Context: an optimization exercise on an open-source flow, tuned for small area, a short achievable clock period and few clock cycles. The choices shown serve that exercise and are no tape-out recipe. Function was checked by simulation only, so behaviour that the tests miss may differ from the original.

## ember
==> flow/design.v <==
`timescale          1ns/1ps
`default_nettype    none
module NfiVe_MDU (
	input clk,
	input rst_n,
	input start,
	output done,
	input [2:0] op,
	input mul_div,
	input [31:0] op1, op2,
	output [31:0] result
);
	reg st_mul, st_pre, st_div, st_corr, st_fin;
	wire st_idle = ~(st_mul | st_pre | st_div | st_corr | st_fin);
	reg        done_r;
	reg        rem;     
	reg        mulhi;   
	reg        dv;      
	reg [4:0]  cnt;
	reg [32:0] M;       
	reg [31:0] B;       
	reg [33:0] acc;     
	reg        corr;    
	reg        inv;     
	reg        sa;      
	reg        finw;    
	reg        one0, two0, neg0, one1, two1, neg1;   
	reg        r0z, r0i;                             
	assign done = done_r;
	assign result = B;
	wire        sgn_div = ~op[0];
	wire        a_neg = sgn_div & op1[31];
	wire        b_neg = sgn_div & op2[31];
	wire [31:0] a_abs = a_neg ? (~op1 + 32'd1) : op1;
	wire [31:0] b_abs = b_neg ? (~op2 + 32'd1) : op2;
	wire        msx = M[32] & ~dv;
	wire [34:0] m35 = {msx, msx, M};
	wire [34:0] m2  = {msx, M, 1'b0};
	wire [34:0] pp0 = ({35{one0}} & m35 | {35{two0}} & m2) ^ {35{neg0}};
	wire [34:0] pp1 = ({35{one1}} & m35 | {35{two1}} & m2) ^ {35{neg1}};
	wire [36:0] r0 = ({{3{acc[33]}}, acc} & {37{~r0z}}) ^ {37{r0i}};
	wire [36:0] r1 = {{2{pp0[34]}}, pp0};
	wire [36:0] r2 = {pp1, neg1, neg1 | r0i};
	wire [36:0] cs_s = r0 ^ r1 ^ r2;
	wire [36:0] cs_c = (r0 & r1) | (r0 & r2) | (r1 & r2);
	wire [37:0] sum_x = {cs_s, 1'b1} + {cs_c[35:0], neg1, neg0};
	wire [36:0] sum = sum_x[37:1];
	wire        sneg = sum[36];
	wire [2:0] nb0 = st_idle ? {op2[1:0], 1'b0} : B[5:3];
	wire [2:0] nb1 = st_idle ? op2[3:1] : B[7:5];
	wire [5:0] za, zb;
	lzc32 u_lza (.x(acc[31:0]), .z(za));
	lzc32 u_lzb (.x(M[31:0]), .z(zb));
	wire [6:0] sdiff = {1'b0, zb} - {1'b0, za};
	wire       b_zero = zb[5];
	wire       s_neg = sdiff[6];
	wire       quick = b_zero | s_neg;
	wire [31:0] m_al = M[31:0] << sdiff[4:0];
	wire       inv_n = rem ? sa : (sa ^ inv);
	wire mul_last = st_mul & (cnt == 5'd0);
	wire div_last = st_div & (cnt == 5'd0);
	wire [31:0] q_new = {B[30:0], ~sneg};
	always @(posedge clk or negedge rst_n) begin
		if (~rst_n) begin
			st_mul <= 1'b0; st_pre <= 1'b0; st_div <= 1'b0; st_corr <= 1'b0; st_fin <= 1'b0;
			done_r <= 1'b0;
		end else begin
			st_mul <= st_idle & start & mul_div | st_mul & (cnt != 5'd0);
			st_corr <= mul_last & corr;
			st_pre <= st_idle & start & ~mul_div;
			st_div <= st_pre & ~quick | st_div & (cnt != 5'd0);
			st_fin <= st_pre & quick | div_last & (rem | inv);
			done_r <= st_mul & (cnt == 5'd1) & ~corr
			        | mul_last & corr
			        | st_pre & quick
			        | st_pre & ~quick & (sdiff[4:0] == 5'd0) & ~rem & ~inv_n
			        | st_div & (cnt == 5'd1) & ~rem & ~inv
			        | div_last & (rem | inv);
		end
	end
	always @(posedge clk) begin
		if (st_idle | st_mul) begin
			one0 <= nb0[1] ^ nb0[0];
			two0 <= (nb0[2] & ~nb0[1] & ~nb0[0]) | (~nb0[2] & nb0[1] & nb0[0]);
			neg0 <= nb0[2];
			one1 <= nb1[1] ^ nb1[0];
			two1 <= (nb1[2] & ~nb1[1] & ~nb1[0]) | (~nb1[2] & nb1[1] & nb1[0]);
			neg1 <= nb1[2];
			r0z <= 1'b0;
			r0i <= 1'b0;
		end
		if (st_idle & start & ~mul_div) begin
			one0 <= 1'b1; two0 <= 1'b0; neg0 <= 1'b1;
			one1 <= 1'b0; two1 <= 1'b0; neg1 <= 1'b0;
		end
		if (mul_last) begin
			one0 <= 1'b1; two0 <= 1'b0; neg0 <= 1'b0;
			one1 <= 1'b0; two1 <= 1'b0; neg1 <= 1'b0;
		end
		if (st_pre & quick) begin
			one0 <= 1'b0; neg0 <= 1'b0;
			r0i <= rem & sa;
		end
		if (st_div) begin
			if (cnt != 5'd0)
				neg0 <= ~sneg;
			else if (rem) begin
				one0 <= sneg;
				neg0 <= sneg & inv;
				r0i <= inv;
			end else begin
				neg0 <= 1'b1;
				r0z <= 1'b1;
			end
		end
		if (st_idle & start) begin
			rem <= op[1];
			mulhi <= op[1:0] != 2'b00;
			dv <= ~mul_div;
			if (mul_div) begin
				M <= {op[1:0] != 2'b11 & op1[31], op1};
				B <= op2;
				acc <= 34'd0;
				cnt <= 5'd7;
				corr <= op[1] & op2[31];
			end else begin
				M <= {1'b0, b_abs};
				acc <= {2'b00, a_abs};
				sa <= a_neg;
				inv <= b_neg;    
			end
		end
		if (st_mul) begin
			acc <= {sum[36], sum[36:4]};
			if (cnt == 5'd0 && mulhi && !corr)
				B <= sum[35:4];
			else
				B <= {sum[3:0], B[31:4]};
			cnt <= cnt - 5'd1;
		end
		if (st_corr) B <= sum[31:0];
		if (st_pre) begin
			finw <= rem;
			if (quick) begin
				B <= b_zero ? 32'hffffffff : 32'd0;
			end else begin
				B <= 32'd0;
				M <= {1'b0, m_al};
				cnt <= sdiff[4:0];
				inv <= inv_n;
			end
		end
		if (st_div) begin
			acc <= sum[33:0];
			cnt <= cnt - 5'd1;
			if (cnt != 5'd0) begin
				M <= {1'b0, M[32:1]};
				B <= q_new;
			end else if (!rem) begin
				if (inv) begin
					M <= {1'b0, q_new};
					finw <= 1'b1;
				end else
					B <= q_new;
			end
		end
		if (st_fin & finw) B <= sum[31:0];
	end
endmodule
module lzc32 (
	input  [31:0] x,
	output [5:0]  z
);
	wire [7:0] v;
	wire [15:0] g;   
	genvar i;
	generate
		for (i = 0; i < 8; i = i + 1) begin : grp
			wire [3:0] n = x[4*i+3:4*i];
			assign v[i] = |n;
			assign g[2*i+1:2*i] = n[3] ? 2'd0 : n[2] ? 2'd1 : n[1] ? 2'd2 : 2'd3;
		end
	endgenerate
	wire [3:0] v8;
	wire [11:0] g8;
	generate
		for (i = 0; i < 4; i = i + 1) begin : p8
			assign v8[i] = v[2*i+1] | v[2*i];
			assign g8[3*i+2:3*i] = v[2*i+1] ? {1'b0, g[4*i+3:4*i+2]} : {1'b1, g[4*i+1:4*i]};
		end
	endgenerate
	wire [1:0] v16;
	wire [7:0] g16;
	generate
		for (i = 0; i < 2; i = i + 1) begin : p16
			assign v16[i] = v8[2*i+1] | v8[2*i];
			assign g16[4*i+3:4*i] = v8[2*i+1] ? {1'b0, g8[6*i+5:6*i+3]} : {1'b1, g8[6*i+2:6*i]};
		end
	endgenerate
	assign z = v16[1] ? {2'b00, g16[7:4]} :
	           v16[0] ? {2'b01, g16[3:0]} : 6'd32;
endmodule
clock: 10.0 ns
lec_check: 0
abc_area: 1
cap_margin: 10
core_margin: 2
core_utilization: 45
cts_buf_list: sky130_fd_sc_hd__clkbuf_8
slew_margin: 10
standard.sh (not shown) runs the stock make flow with config.mk's settings and CLKGATE_MAP_FILE= SYNTH_SCRIPT=/design/flow/synth_recipe.tcl, a recipe that flattens the netlist after the stock synthesis.
==> flow/flow/run.sh <==
#!/bin/bash
set -euo pipefail
cd "$(dirname "$0")/.."
knobs=()
while IFS= read -r line; do
  [[ -n "$line" ]] && knobs+=("$line")
done < flow/knobs.txt
bash standard.sh "${knobs[@]}" finish > flow_standard.log 2>&1
==> flow/flow/knobs.txt <==
SETUP_SLACK_MARGIN=6.5
TNS_END_PERCENT=0
BUFFER_PORTS_ARGS=-buffer_cell sky130_fd_sc_hd__buf_1
Testbench counts of ember, summed over its fixed seeds: cycles 22,552.
The inputs of amber differ from those of ember as listed below.
Settings: CAP_MARGIN now 20, was 10; CTS_BUF_LIST no longer set, was sky130_fd_sc_hd__clkbuf_8; SLEW_MARGIN now 20, was 10; ABC_AREA no longer set, was 1.
==> flow/flow/run.sh <==
#!/bin/bash
set -euo pipefail
cd "$(dirname "$0")/.."
MARGIN=$(cat flow/margin.txt)
bash standard.sh SETUP_SLACK_MARGIN=$MARGIN finish > flow_standard.log 2>&1
==> flow/flow/margin.txt (new file) <==
7
removed: flow/flow/knobs.txt
Delay of the slowest cell on the worst path: ember and amber compared, lower one is ember
Per the comparison of amber with ember, net count reported at finish went down 14%; maximum frequency went down about 17%.
The synthesized area of amber is lower than that of ember.
The die of amber is smaller than the one used in ember.
### amber -> harbor
Settings: putting ABC_AREA at 1 where nothing was set.
==> flow/flow/run.sh <==
#!/bin/bash
set -euo pipefail
cd "$(dirname "$0")/.."
bash standard.sh $(cat flow/knobs.txt) finish > flow_standard.log 2>&1
==> flow/flow/knobs.txt (new file) <==
SETUP_SLACK_MARGIN=6.5 TNS_END_PERCENT=0
removed: flow/flow/margin.txt
harbor ended with every stage complete and zero timing, DRC or antenna violations.
Of the two values seen for endpoint of the worst setup timing path, acc[18] was produced by harbor and M[26] by amber.
The arrival time of the worst setup path of harbor is lower than that of amber.
harbor reports its launch point of the worst path as op1[0] while amber reports acc[28].
Relative to amber, worst setup slack increased by 820 ps in harbor.
Final cycle utilization of the critical path on harbor is down relative to amber.
Synthesis-to-layout area growth, amber and harbor: lower on harbor
harbor vs amber: register share of the cell area up in harbor
Per the comparison of harbor with amber, number of ordinary and repair buffers in the finished layout moved down, placed instance area level.
Input changes introduced in lagoon (baseline for comparison: harbor):
==> flow/flow/run.sh <==
#!/bin/bash
set -euo pipefail
cd "$(dirname "$0")/.."
knobs=()
while IFS= read -r line; do
  [[ -n "$line" ]] && knobs+=("$line")
done < flow/knobs.txt
bash standard.sh "${knobs[@]}" finish > flow_standard.log 2>&1
==> flow/flow/knobs.txt <==
SETUP_SLACK_MARGIN=6.5
TNS_END_PERCENT=100
--- outcome ---
Class of the most critical setup path = flip-flop to flip-flop: lagoon; class of the most critical setup path = input port to flip-flop: harbor
Per the comparison of lagoon with harbor, period utilization increased 4.4 points.
Taking harbor as the reference point, the core utilization of lagoon rises by 16 points.
lagoon closes out successfully: all stages finished, all timing, DRC and antenna checks passed.
Comparing harbor against lagoon, there is no change at all in hold buffer count at CTS.
lagoon vs. harbor: number of filler cells placed in the layout went down by 1030; placer's final routability congestion estimate went up by about 0.45%; worst setup slack went down by 440 ps; smallest hold slack went down by 15 ps; routed metal-1 wirelength went up by 4.0 mm.
[lagoon] proportion of final cell area spent on non-clock buffers rose 7.2 points relative to harbor
A critical path capture point of acc[18] is what harbor shows, while acc[31] belongs to lagoon.
Maximum frequency (harbor / lagoon): 1.11

-- separate check: timing with driven ports --
Ports are ideal in the flow. The routed layouts listed here were re-timed in OpenROAD.
Step 1 sets driving cells, clkbuf_16 on the clock port and buf_2 on the other inputs (assumed; they add their load-dependent delay and slew).
Step 2 adds t to the input delays and takes it off the output delays; t is the mean of the earliest and latest rising clock arrival at the registers after step 1. Input paths then give back, and output paths get back, about the clock's delay inside the block.
Three values: no drivers, after step 1, after step 2; two values: the first two.
| run | shift t [ns] | slack for setup (ns) | slew at the worst register clock pin (ns) |
|---|---|---|---|
| ember | 0.569 | 6.014 / 6.014 / 5.683 | 0.10 / 0.10 |
| amber | 0.498 | 5.212 / 5.212 / 4.893 | 0.08 / 0.08 |
| harbor | 0.515 | 6.028 / 6.050 / 5.535 | 0.08 / 0.08 |
| lagoon | 0.520 | 5.584 / 5.584 / 5.450 | 0.07 / 0.07 |
After both steps every run listed still meets setup and hold. For harbor, which loses most, drivers alone change the setup slack by +0.022 ns; drivers and shift together by -0.493 ns.
